Source: an optimization exercise on an open RTL-to-GDS flow (aim: small area and a short achievable clock period). Production flows keep margins and buffers that such runs may drop.
Only simulation tests tie the RTL to the original design; equivalence was not proved.
Power is estimated from default activity; no workload was simulated.

Design cam_pixel_labeler, start of the top module:
module cam_pixel_labeler (
    input  logic        clk,
    input  logic        reset,
    input  logic        href,
    input  logic        vsync,
    input  logic [ 7:0] ov7670_data,
    output logic        we,
    output logic [16:0] wAddr,
    output logic [ 2:0] label_data,
    output logic        camera_dp_en,
    output logic        v_finish_camera,
    output logic [ 9:0] x_pixel_camera,
    output logic [ 9:0] y_pixel_camera
);
Size in the first run: ~290 cells after synthesis, ~55 I/O pins, roughly 0.0021 mm2 of cells after synthesis.
==> flow/config.mk <==
export PLATFORM = sky130hd
export DESIGN_NAME = cam_pixel_labeler
export DESIGN_NICKNAME = cam_pixel_labeler
export VERILOG_FILES = /design/flow/design.v
export SDC_FILE = /design/flow/constraint.sdc
export NUM_CORES = 4
export LEC_CHECK = 0
export CAP_MARGIN = 20
export CORE_MARGIN = 2
export CORE_UTILIZATION = 40
export SLEW_MARGIN = 20
==> flow/constraint.sdc <==
create_clock -name core_clock -period 150.0 [get_ports {clk}]
set_input_delay 30.0000 -clock core_clock [delete_from_list [all_inputs] [get_ports {clk}]]
set_output_delay 30.0000 -clock core_clock [all_outputs]
set_load 0.01 [all_outputs]
standard.sh (not shown) runs the stock make flow with config.mk's settings and CLKGATE_MAP_FILE= SYNTH_SCRIPT=/design/flow/synth_recipe.tcl, a recipe that flattens the netlist after the stock synthesis.
==> flow/flow/run.sh <==
#!/bin/bash
# Layout flow: the standard synthesis, then the combinational logic between the
# registers is re-synthesised for area with ABC (registers, their names and cell types
# untouched, equivalence checked), then the standard layout from that netlist, with
# the port buffers made from the smallest buffer cell and a small clock tree.
set -euo pipefail
WORK=$PWD
FLOW=$WORK/flow
RES=$WORK/orfs/results/$FLOW_PLATFORM/cam_pixel_labeler/base
YOSYS=$(command -v yosys || echo "$FLOW_HOME/../tools/install/yosys/bin/yosys")
export LIBERTY=$FLOW_HOME/platforms/sky130hd/lib/sky130_fd_sc_hd__tt_025C_1v80.lib
export FLOWDIR=$FLOW

bash standard.sh synth > 1_standard_synth.log 2>&1
cp "$RES/1_2_yosys.v" std_synth.v

NET=std_synth.v
if "$YOSYS" -c "$FLOW/reopt.tcl" > 2_reopt.log 2>&1 && [[ -s reopt.v ]]; then
  if "$YOSYS" -c "$FLOW/equiv.tcl" > 3_equiv.log 2>&1; then
    NET=reopt.v
  fi
fi
echo "netlist used: $NET" > netlist_choice.txt

bash standard.sh clean_synth > 4_clean_synth.log 2>&1
bash standard.sh "SYNTH_NETLIST_FILES=$WORK/$NET" \
  "BUFFER_PORTS_ARGS=-buffer_cell sky130_fd_sc_hd__buf_1" \
  "CTS_ARGS=-sink_clustering_enable -repair_clock_nets -dont_use_dummy_load -buf_list sky130_fd_sc_hd__clkbuf_4 -root_buf sky130_fd_sc_hd__clkbuf_4" \
  finish > 5_layout.log 2>&1
==> flow/flow/delay_out.abc <==
strash
dch -f
map -D 800
topo
stime -p
==> flow/flow/fastfa.v <==
// Full-adder cells of the address adder, rebuilt from two-input gates so that the
// carry ripples through two nand2 gates per bit instead of a full-adder cell.
(* techmap_celltype = "sky130_fd_sc_hd__fa_1" *)
module fast_fa (A, B, CIN, COUT, SUM);
  input A, B, CIN;
  output COUT, SUM;
  wire p, g_n, t_n;
  sky130_fd_sc_hd__xor2_1  x_p (.A(A), .B(B), .X(p));
  sky130_fd_sc_hd__nand2_1 n_g (.A(A), .B(B), .Y(g_n));
  sky130_fd_sc_hd__nand2_1 n_t (.A(p), .B(CIN), .Y(t_n));
  sky130_fd_sc_hd__nand2_1 n_c (.A(g_n), .B(t_n), .Y(COUT));
  sky130_fd_sc_hd__xor2_1  x_s (.A(p), .B(CIN), .X(SUM));
endmodule
==> flow/flow/reopt.tcl <==
yosys -import
set lib $::env(LIBERTY)
set flow $::env(FLOWDIR)
read_liberty -ignore_miss_func $lib
read_verilog std_synth.v
hierarchy -top cam_pixel_labeler
# registers and tie cells stay as they are; everything else becomes plain gates
setattr -mod -set keep_hierarchy 1 sky130_fd_sc_hd__df*
setattr -mod -set keep_hierarchy 1 sky130_fd_sc_hd__conb_1
# full-adder cells from the adder mapping are kept too
setattr -mod -set keep_hierarchy 1 sky130_fd_sc_hd__fa_*
flatten
opt_clean
yosys cd cam_pixel_labeler
# the gates that drive the output ports wAddr and camera_dp_en are mapped for
# delay, the rest for area
set stop ":-sky130_fd_sc_hd__dfrtp_1:-sky130_fd_sc_hd__dfxtp_1"
select -set oc o:wAddr o:camera_dp_en %u %ci*$stop
abc -script $flow/delay_out.abc -liberty $lib -dont_use sky130_fd_sc_hd__lpflow_bleeder_1 -dont_use sky130_fd_sc_hd__lpflow_clkbufkapwr_1 -dont_use sky130_fd_sc_hd__lpflow_clkbufkapwr_16 -dont_use sky130_fd_sc_hd__lpflow_clkbufkapwr_2 -dont_use sky130_fd_sc_hd__lpflow_clkbufkapwr_4 -dont_use sky130_fd_sc_hd__lpflow_clkbufkapwr_8 -dont_use sky130_fd_sc_hd__lpflow_clkinvkapwr_1 -dont_use sky130_fd_sc_hd__lpflow_clkinvkapwr_16 -dont_use sky130_fd_sc_hd__lpflow_clkinvkapwr_2 -dont_use sky130_fd_sc_hd__lpflow_clkinvkapwr_4 -dont_use sky130_fd_sc_hd__lpflow_clkinvkapwr_8 -dont_use sky130_fd_sc_hd__lpflow_decapkapwr_12 -dont_use sky130_fd_sc_hd__lpflow_decapkapwr_3 -dont_use sky130_fd_sc_hd__lpflow_decapkapwr_4 -dont_use sky130_fd_sc_hd__lpflow_decapkapwr_6 -dont_use sky130_fd_sc_hd__lpflow_decapkapwr_8 -dont_use sky130_fd_sc_hd__lpflow_inputiso0n_1 -dont_use sky130_fd_sc_hd__lpflow_inputiso0p_1 -dont_use sky130_fd_sc_hd__lpflow_inputiso1n_1 -dont_use sky130_fd_sc_hd__lpflow_inputiso1p_1 -dont_use sky130_fd_sc_hd__lpflow_inputisolatch_1 -dont_use sky130_fd_sc_hd__lpflow_isobufsrc_1 -dont_use sky130_fd_sc_hd__lpflow_isobufsrc_16 -dont_use sky130_fd_sc_hd__lpflow_isobufsrc_2 -dont_use sky130_fd_sc_hd__lpflow_isobufsrc_4 -dont_use sky130_fd_sc_hd__lpflow_isobufsrc_8 -dont_use sky130_fd_sc_hd__lpflow_isobufsrckapwr_16 -dont_use sky130_fd_sc_hd__lpflow_lsbuf_lh_hl_isowell_tap_1 -dont_use sky130_fd_sc_hd__lpflow_lsbuf_lh_hl_isowell_tap_2 -dont_use sky130_fd_sc_hd__lpflow_lsbuf_lh_hl_isowell_tap_4 -dont_use sky130_fd_sc_hd__lpflow_lsbuf_lh_isowell_4 -dont_use sky130_fd_sc_hd__lpflow_lsbuf_lh_isowell_tap_1 -dont_use sky130_fd_sc_hd__lpflow_lsbuf_lh_isowell_tap_2 -dont_use sky130_fd_sc_hd__lpflow_lsbuf_lh_isowell_tap_4 -dont_use sky130_fd_sc_hd__probe_p_8 -dont_use sky130_fd_sc_hd__probec_p_8  @oc
select -set done o:wAddr o:camera_dp_en %u %ci*$stop
select -clear
abc -script $flow/area.abc -liberty $lib -dont_use sky130_fd_sc_hd__lpflow_bleeder_1 -dont_use sky130_fd_sc_hd__lpflow_clkbufkapwr_1 -dont_use sky130_fd_sc_hd__lpflow_clkbufkapwr_16 -dont_use sky130_fd_sc_hd__lpflow_clkbufkapwr_2 -dont_use sky130_fd_sc_hd__lpflow_clkbufkapwr_4 -dont_use sky130_fd_sc_hd__lpflow_clkbufkapwr_8 -dont_use sky130_fd_sc_hd__lpflow_clkinvkapwr_1 -dont_use sky130_fd_sc_hd__lpflow_clkinvkapwr_16 -dont_use sky130_fd_sc_hd__lpflow_clkinvkapwr_2 -dont_use sky130_fd_sc_hd__lpflow_clkinvkapwr_4 -dont_use sky130_fd_sc_hd__lpflow_clkinvkapwr_8 -dont_use sky130_fd_sc_hd__lpflow_decapkapwr_12 -dont_use sky130_fd_sc_hd__lpflow_decapkapwr_3 -dont_use sky130_fd_sc_hd__lpflow_decapkapwr_4 -dont_use sky130_fd_sc_hd__lpflow_decapkapwr_6 -dont_use sky130_fd_sc_hd__lpflow_decapkapwr_8 -dont_use sky130_fd_sc_hd__lpflow_inputiso0n_1 -dont_use sky130_fd_sc_hd__lpflow_inputiso0p_1 -dont_use sky130_fd_sc_hd__lpflow_inputiso1n_1 -dont_use sky130_fd_sc_hd__lpflow_inputiso1p_1 -dont_use sky130_fd_sc_hd__lpflow_inputisolatch_1 -dont_use sky130_fd_sc_hd__lpflow_isobufsrc_1 -dont_use sky130_fd_sc_hd__lpflow_isobufsrc_16 -dont_use sky130_fd_sc_hd__lpflow_isobufsrc_2 -dont_use sky130_fd_sc_hd__lpflow_isobufsrc_4 -dont_use sky130_fd_sc_hd__lpflow_isobufsrc_8 -dont_use sky130_fd_sc_hd__lpflow_isobufsrckapwr_16 -dont_use sky130_fd_sc_hd__lpflow_lsbuf_lh_hl_isowell_tap_1 -dont_use sky130_fd_sc_hd__lpflow_lsbuf_lh_hl_isowell_tap_2 -dont_use sky130_fd_sc_hd__lpflow_lsbuf_lh_hl_isowell_tap_4 -dont_use sky130_fd_sc_hd__lpflow_lsbuf_lh_isowell_4 -dont_use sky130_fd_sc_hd__lpflow_lsbuf_lh_isowell_tap_1 -dont_use sky130_fd_sc_hd__lpflow_lsbuf_lh_isowell_tap_2 -dont_use sky130_fd_sc_hd__lpflow_lsbuf_lh_isowell_tap_4 -dont_use sky130_fd_sc_hd__probe_p_8 -dont_use sky130_fd_sc_hd__probec_p_8  * @done %d
yosys cd
# the kept full adders become a faster gate form
techmap -map $flow/fastfa.v t:sky130_fd_sc_hd__fa_1
opt_clean -purge
hilomap -singleton -hicell sky130_fd_sc_hd__conb_1 HI -locell sky130_fd_sc_hd__conb_1 LO
select cam_pixel_labeler
write_verilog -noattr -selected reopt.v
Other scripts of this flow, unchanged in this note and not shown: flow/flow/area.abc, flow/flow/equiv.tcl
Rerun with:
==> flow/flow/delay_out.abc (replaced) <==
strash
dch -f
map -D 1500
topo
stime -p
--- a/flow/flow/reopt.tcl
+++ b/flow/flow/reopt.tcl
@@ -10,2 +9,0 @@
-# full-adder cells from the adder mapping are kept too
-setattr -mod -set keep_hierarchy 1 sky130_fd_sc_hd__fa_*
@@ -15,4 +13,4 @@
-# the gates that drive the output ports wAddr and camera_dp_en are mapped for
-# delay, the rest for area
-set stop ":-sky130_fd_sc_hd__dfrtp_1:-sky130_fd_sc_hd__dfxtp_1"
-select -set oc o:wAddr o:camera_dp_en %u %ci*$stop
+# the logic that drives the output ports wAddr and camera_dp_en is mapped for delay,
+# the rest for area
+set regs ":-sky130_fd_sc_hd__dfrtp_1:-sky130_fd_sc_hd__dfxtp_1"
+select -set oc o:wAddr o:camera_dp_en %u %ci*$regs
@@ -20 +18 @@
-select -set done o:wAddr o:camera_dp_en %u %ci*$stop
+select -set done o:wAddr o:camera_dp_en %u %ci*$regs
@@ -24,2 +21,0 @@
-# the kept full adders become a faster gate form
-techmap -map $flow/fastfa.v t:sky130_fd_sc_hd__fa_1
removed: flow/flow/fastfa.v
Critical path depth is lower by 8; power is about the same; worst setup slack is better by 0.12 ns; fmax rose by 0.36%; via count increases by 9.5%; global-route usage rises by 0.73 points; final cell count rose by 8.2%; cell area came out higher by 1.7%; sequential power stays flat; routed wire length came out higher by 6.5%; register-to-register slack hardly moves.

---

Another version of the RTL of cam_pixel_labeler (not shown whole).
Size in the first run: roughly 270 cells after synthesis, about 0.0021 sq mm of cells after synthesis.
export LEC_CHECK = 0
export CAP_MARGIN = 20
export CORE_MARGIN = 2
export CORE_UTILIZATION = 40
export CTS_BUF_LIST = sky130_fd_sc_hd__clkbuf_4
export SLEW_MARGIN = 20
create_clock -name core_clock -period 150.0 [get_ports {clk}]
==> flow/flow/run.sh <==
#!/bin/bash
# Layout flow: the standard synthesis, then the combinational logic between the
# registers is re-synthesised for area with ABC (registers, their names and cell types
# untouched, equivalence checked), then the standard layout from that netlist, with
# the port buffers made from the smallest buffer cell.
set -euo pipefail
WORK=$PWD
FLOW=$WORK/flow
RES=$WORK/orfs/results/$FLOW_PLATFORM/cam_pixel_labeler/base
YOSYS=$(command -v yosys || echo "$FLOW_HOME/../tools/install/yosys/bin/yosys")
export LIBERTY=$FLOW_HOME/platforms/sky130hd/lib/sky130_fd_sc_hd__tt_025C_1v80.lib
export FLOWDIR=$FLOW

bash standard.sh synth > 1_standard_synth.log 2>&1
cp "$RES/1_2_yosys.v" std_synth.v

NET=std_synth.v
if "$YOSYS" -c "$FLOW/reopt.tcl" > 2_reopt.log 2>&1 && [[ -s reopt.v ]]; then
  if "$YOSYS" -c "$FLOW/equiv.tcl" > 3_equiv.log 2>&1; then
    NET=reopt.v
  fi
fi
echo "netlist used: $NET" > netlist_choice.txt

bash standard.sh clean_synth > 4_clean_synth.log 2>&1
bash standard.sh "SYNTH_NETLIST_FILES=$WORK/$NET" \
  "BUFFER_PORTS_ARGS=-buffer_cell sky130_fd_sc_hd__buf_1" finish > 5_layout.log 2>&1
==> flow/flow/area.abc <==
strash
&get -n
&deepsyn -T 20 -S 1
&dch -f
&nf -a -R 1000
&put
topo
==> flow/flow/reopt.tcl <==
yosys -import
set lib $::env(LIBERTY)
set flow $::env(FLOWDIR)
read_liberty -ignore_miss_func $lib
read_verilog std_synth.v
hierarchy -top cam_pixel_labeler
# registers and tie cells stay as they are; everything else becomes plain gates
setattr -mod -set keep_hierarchy 1 sky130_fd_sc_hd__df*
setattr -mod -set keep_hierarchy 1 sky130_fd_sc_hd__conb_1
flatten
opt_clean
abc -script $flow/area.abc -liberty $lib -dont_use sky130_fd_sc_hd__lpflow_bleeder_1 -dont_use sky130_fd_sc_hd__lpflow_clkbufkapwr_1 -dont_use sky130_fd_sc_hd__lpflow_clkbufkapwr_16 -dont_use sky130_fd_sc_hd__lpflow_clkbufkapwr_2 -dont_use sky130_fd_sc_hd__lpflow_clkbufkapwr_4 -dont_use sky130_fd_sc_hd__lpflow_clkbufkapwr_8 -dont_use sky130_fd_sc_hd__lpflow_clkinvkapwr_1 -dont_use sky130_fd_sc_hd__lpflow_clkinvkapwr_16 -dont_use sky130_fd_sc_hd__lpflow_clkinvkapwr_2 -dont_use sky130_fd_sc_hd__lpflow_clkinvkapwr_4 -dont_use sky130_fd_sc_hd__lpflow_clkinvkapwr_8 -dont_use sky130_fd_sc_hd__lpflow_decapkapwr_12 -dont_use sky130_fd_sc_hd__lpflow_decapkapwr_3 -dont_use sky130_fd_sc_hd__lpflow_decapkapwr_4 -dont_use sky130_fd_sc_hd__lpflow_decapkapwr_6 -dont_use sky130_fd_sc_hd__lpflow_decapkapwr_8 -dont_use sky130_fd_sc_hd__lpflow_inputiso0n_1 -dont_use sky130_fd_sc_hd__lpflow_inputiso0p_1 -dont_use sky130_fd_sc_hd__lpflow_inputiso1n_1 -dont_use sky130_fd_sc_hd__lpflow_inputiso1p_1 -dont_use sky130_fd_sc_hd__lpflow_inputisolatch_1 -dont_use sky130_fd_sc_hd__lpflow_isobufsrc_1 -dont_use sky130_fd_sc_hd__lpflow_isobufsrc_16 -dont_use sky130_fd_sc_hd__lpflow_isobufsrc_2 -dont_use sky130_fd_sc_hd__lpflow_isobufsrc_4 -dont_use sky130_fd_sc_hd__lpflow_isobufsrc_8 -dont_use sky130_fd_sc_hd__lpflow_isobufsrckapwr_16 -dont_use sky130_fd_sc_hd__lpflow_lsbuf_lh_hl_isowell_tap_1 -dont_use sky130_fd_sc_hd__lpflow_lsbuf_lh_hl_isowell_tap_2 -dont_use sky130_fd_sc_hd__lpflow_lsbuf_lh_hl_isowell_tap_4 -dont_use sky130_fd_sc_hd__lpflow_lsbuf_lh_isowell_4 -dont_use sky130_fd_sc_hd__lpflow_lsbuf_lh_isowell_tap_1 -dont_use sky130_fd_sc_hd__lpflow_lsbuf_lh_isowell_tap_2 -dont_use sky130_fd_sc_hd__lpflow_lsbuf_lh_isowell_tap_4 -dont_use sky130_fd_sc_hd__probe_p_8 -dont_use sky130_fd_sc_hd__probec_p_8 
opt_clean -purge
hilomap -singleton -hicell sky130_fd_sc_hd__conb_1 HI -locell sky130_fd_sc_hd__conb_1 LO
select cam_pixel_labeler
write_verilog -noattr -selected reopt.v
Other scripts of this flow, unchanged in this note and not shown: flow/flow/equiv.tcl
The first run completed without violations.
Change:
--- a/flow/flow/run.sh
+++ b/flow/flow/run.sh
@@ -4,3 +4,3 @@
 # untouched, equivalence checked), then the standard layout from that netlist, with
-# the port buffers made from the smallest buffer cell.
+# the port buffers made from the smallest buffer cell and a small clock tree.
 set -euo pipefail
@@ -26,2 +26,4 @@
 bash standard.sh "SYNTH_NETLIST_FILES=$WORK/$NET" \
-  "BUFFER_PORTS_ARGS=-buffer_cell sky130_fd_sc_hd__buf_1" finish > 5_layout.log 2>&1
+  "BUFFER_PORTS_ARGS=-buffer_cell sky130_fd_sc_hd__buf_1" \
+  "CTS_ARGS=-sink_clustering_enable -repair_clock_nets -dont_use_dummy_load -sink_clustering_size 40 -sink_clustering_max_diameter 300 -buf_list sky130_fd_sc_hd__clkbuf_8 -root_buf sky130_fd_sc_hd__clkbuf_8" \
+  finish > 5_layout.log 2>&1
==> flow/flow/area.abc (replaced) <==
strash
&get -n
&deepsyn -T 20 -S 1
&put
dch -f
amap
topo
--- a/flow/flow/reopt.tcl
+++ b/flow/flow/reopt.tcl
@@ -9,2 +9,4 @@
 setattr -mod -set keep_hierarchy 1 sky130_fd_sc_hd__conb_1
+# full-adder cells from the adder mapping are kept too
+setattr -mod -set keep_hierarchy 1 sky130_fd_sc_hd__fa_*
 flatten
CTS_BUF_LIST = unset   (was sky130_fd_sc_hd__clkbuf_4)
=> Design area went down by 3.2%. Sequential power shrinks by about 1%. Wire length came out lower by 4.8%. Worst setup slack got worse by 0.056 ns. Die area shrinks by 2.0%. Final cell count drops by about 0.5%. Clock skew is about the same. Worst hold slack got worse by 0.0062 ns. Area after synthesis falls by about 2%. Critical path depth drops by 5. Non-clock buffer count is unchanged.
Change:
--- a/flow/flow/run.sh
+++ b/flow/flow/run.sh
@@ -27,3 +27,3 @@
   "BUFFER_PORTS_ARGS=-buffer_cell sky130_fd_sc_hd__buf_1" \
-  "CTS_ARGS=-sink_clustering_enable -repair_clock_nets -dont_use_dummy_load -sink_clustering_size 40 -sink_clustering_max_diameter 300 -buf_list sky130_fd_sc_hd__clkbuf_8 -root_buf sky130_fd_sc_hd__clkbuf_8" \
+  "CTS_ARGS=-sink_clustering_enable -repair_clock_nets -dont_use_dummy_load -buf_list sky130_fd_sc_hd__clkbuf_4 -root_buf sky130_fd_sc_hd__clkbuf_4" \
   finish > 5_layout.log 2>&1
The changed run completed without violations.
Total power decreases by 8.9%.
Clock-buffer cell count stays the same.
Synthesized area stays the same.
Combinational power barely changes.
Die area stays the same.
Change:
--- a/flow/flow/run.sh
+++ b/flow/flow/run.sh
@@ -4,3 +4,3 @@
 # untouched, equivalence checked), then the standard layout from that netlist, with
-# the port buffers made from the smallest buffer cell and a small clock tree.
+# the port buffers made from the smallest buffer cell.
 set -euo pipefail
@@ -26,4 +26,2 @@
 bash standard.sh "SYNTH_NETLIST_FILES=$WORK/$NET" \
-  "BUFFER_PORTS_ARGS=-buffer_cell sky130_fd_sc_hd__buf_1" \
-  "CTS_ARGS=-sink_clustering_enable -repair_clock_nets -dont_use_dummy_load -buf_list sky130_fd_sc_hd__clkbuf_4 -root_buf sky130_fd_sc_hd__clkbuf_4" \
-  finish > 5_layout.log 2>&1
+  "BUFFER_PORTS_ARGS=-buffer_cell sky130_fd_sc_hd__buf_1" finish > 5_layout.log 2>&1
Outcome: Clock-buffer cell count is higher by 2; cell area went up by 2.9%; die area is unchanged; total power rose by 23%.
Change:
--- a/flow/flow/run.sh
+++ b/flow/flow/run.sh
@@ -4,3 +4,3 @@
 # untouched, equivalence checked), then the standard layout from that netlist, with
-# the port buffers made from the smallest buffer cell.
+# the port buffers made from the smallest buffer cell and a small clock tree.
 set -euo pipefail
@@ -26,2 +26,4 @@
 bash standard.sh "SYNTH_NETLIST_FILES=$WORK/$NET" \
-  "BUFFER_PORTS_ARGS=-buffer_cell sky130_fd_sc_hd__buf_1" finish > 5_layout.log 2>&1
+  "BUFFER_PORTS_ARGS=-buffer_cell sky130_fd_sc_hd__buf_1" \
+  "CTS_ARGS=-repair_clock_nets -dont_use_dummy_load -buf_list sky130_fd_sc_hd__clkbuf_16 -root_buf sky130_fd_sc_hd__clkbuf_16" \
+  finish > 5_layout.log 2>&1
The changed run finished clean.
Cell count went down by 0.75%.
Setup slack gets better by 0.021 ns.
Power climbs by 5.2%.
First-iteration DRC count goes down by 2.5%.
Utilization is higher by 0.37 points.
Routed wire length came out higher by 0.47%.
Die area does not change.
Design area climbs by 0.76%.

## afterwards: timing with drivers on the ports
How much do the figures lean on ideal ports? The routed layouts below were timed once more, with nothing changed but the port constraints.
Step 1 (the two cells are an assumption about what drives the block):
set clk [get_ports {clk}]
set_driving_cell -lib_cell sky130_fd_sc_hd__clkbuf_16 $clk
set_driving_cell -lib_cell sky130_fd_sc_hd__buf_2 [delete_from_list [all_inputs] $clk]
Step 2 moves the port delays by t, midway between the first and last clock arrival at a register: inputs arrive t later, outputs are due t later. That takes back most of the time a late clock gives input paths.
a / b / c = ideal / step 1 / step 2; a / b = the first two.
| run | t, ns | setup slack, ns | worst register clock-pin slew, ns | cell pins on the clock port's net |
|---|---|---|---|---|
| the first run of note 1 | 0.347 | 116.797 / 116.772 / 117.118 | 0.11 / 0.11 | 1 |
| the second run of note 1 | 0.351 | 116.916 / 116.892 / 117.243 | 0.10 / 0.10 | 1 |
| the first run of note 2 | 0.360 | 115.456 / 115.432 / 115.792 | 0.12 / 0.12 | 1 |
| the second run of note 2 | 0.298 | 115.400 / 115.373 / 115.671 | 0.07 / 0.07 | 1 |
| the third run of note 2 | 0.344 | 115.337 / 115.311 / 115.655 | 0.10 / 0.10 | 1 |
| the fourth run of note 2 | 0.304 | 115.393 / 115.366 / 115.670 | 0.07 / 0.07 | 1 |
| the fifth run of note 2 | 0.296 | 115.414 / 115.383 / 115.679 | 0.05 / 0.05 | 1 |
After both steps setup and hold are still met in every run listed.
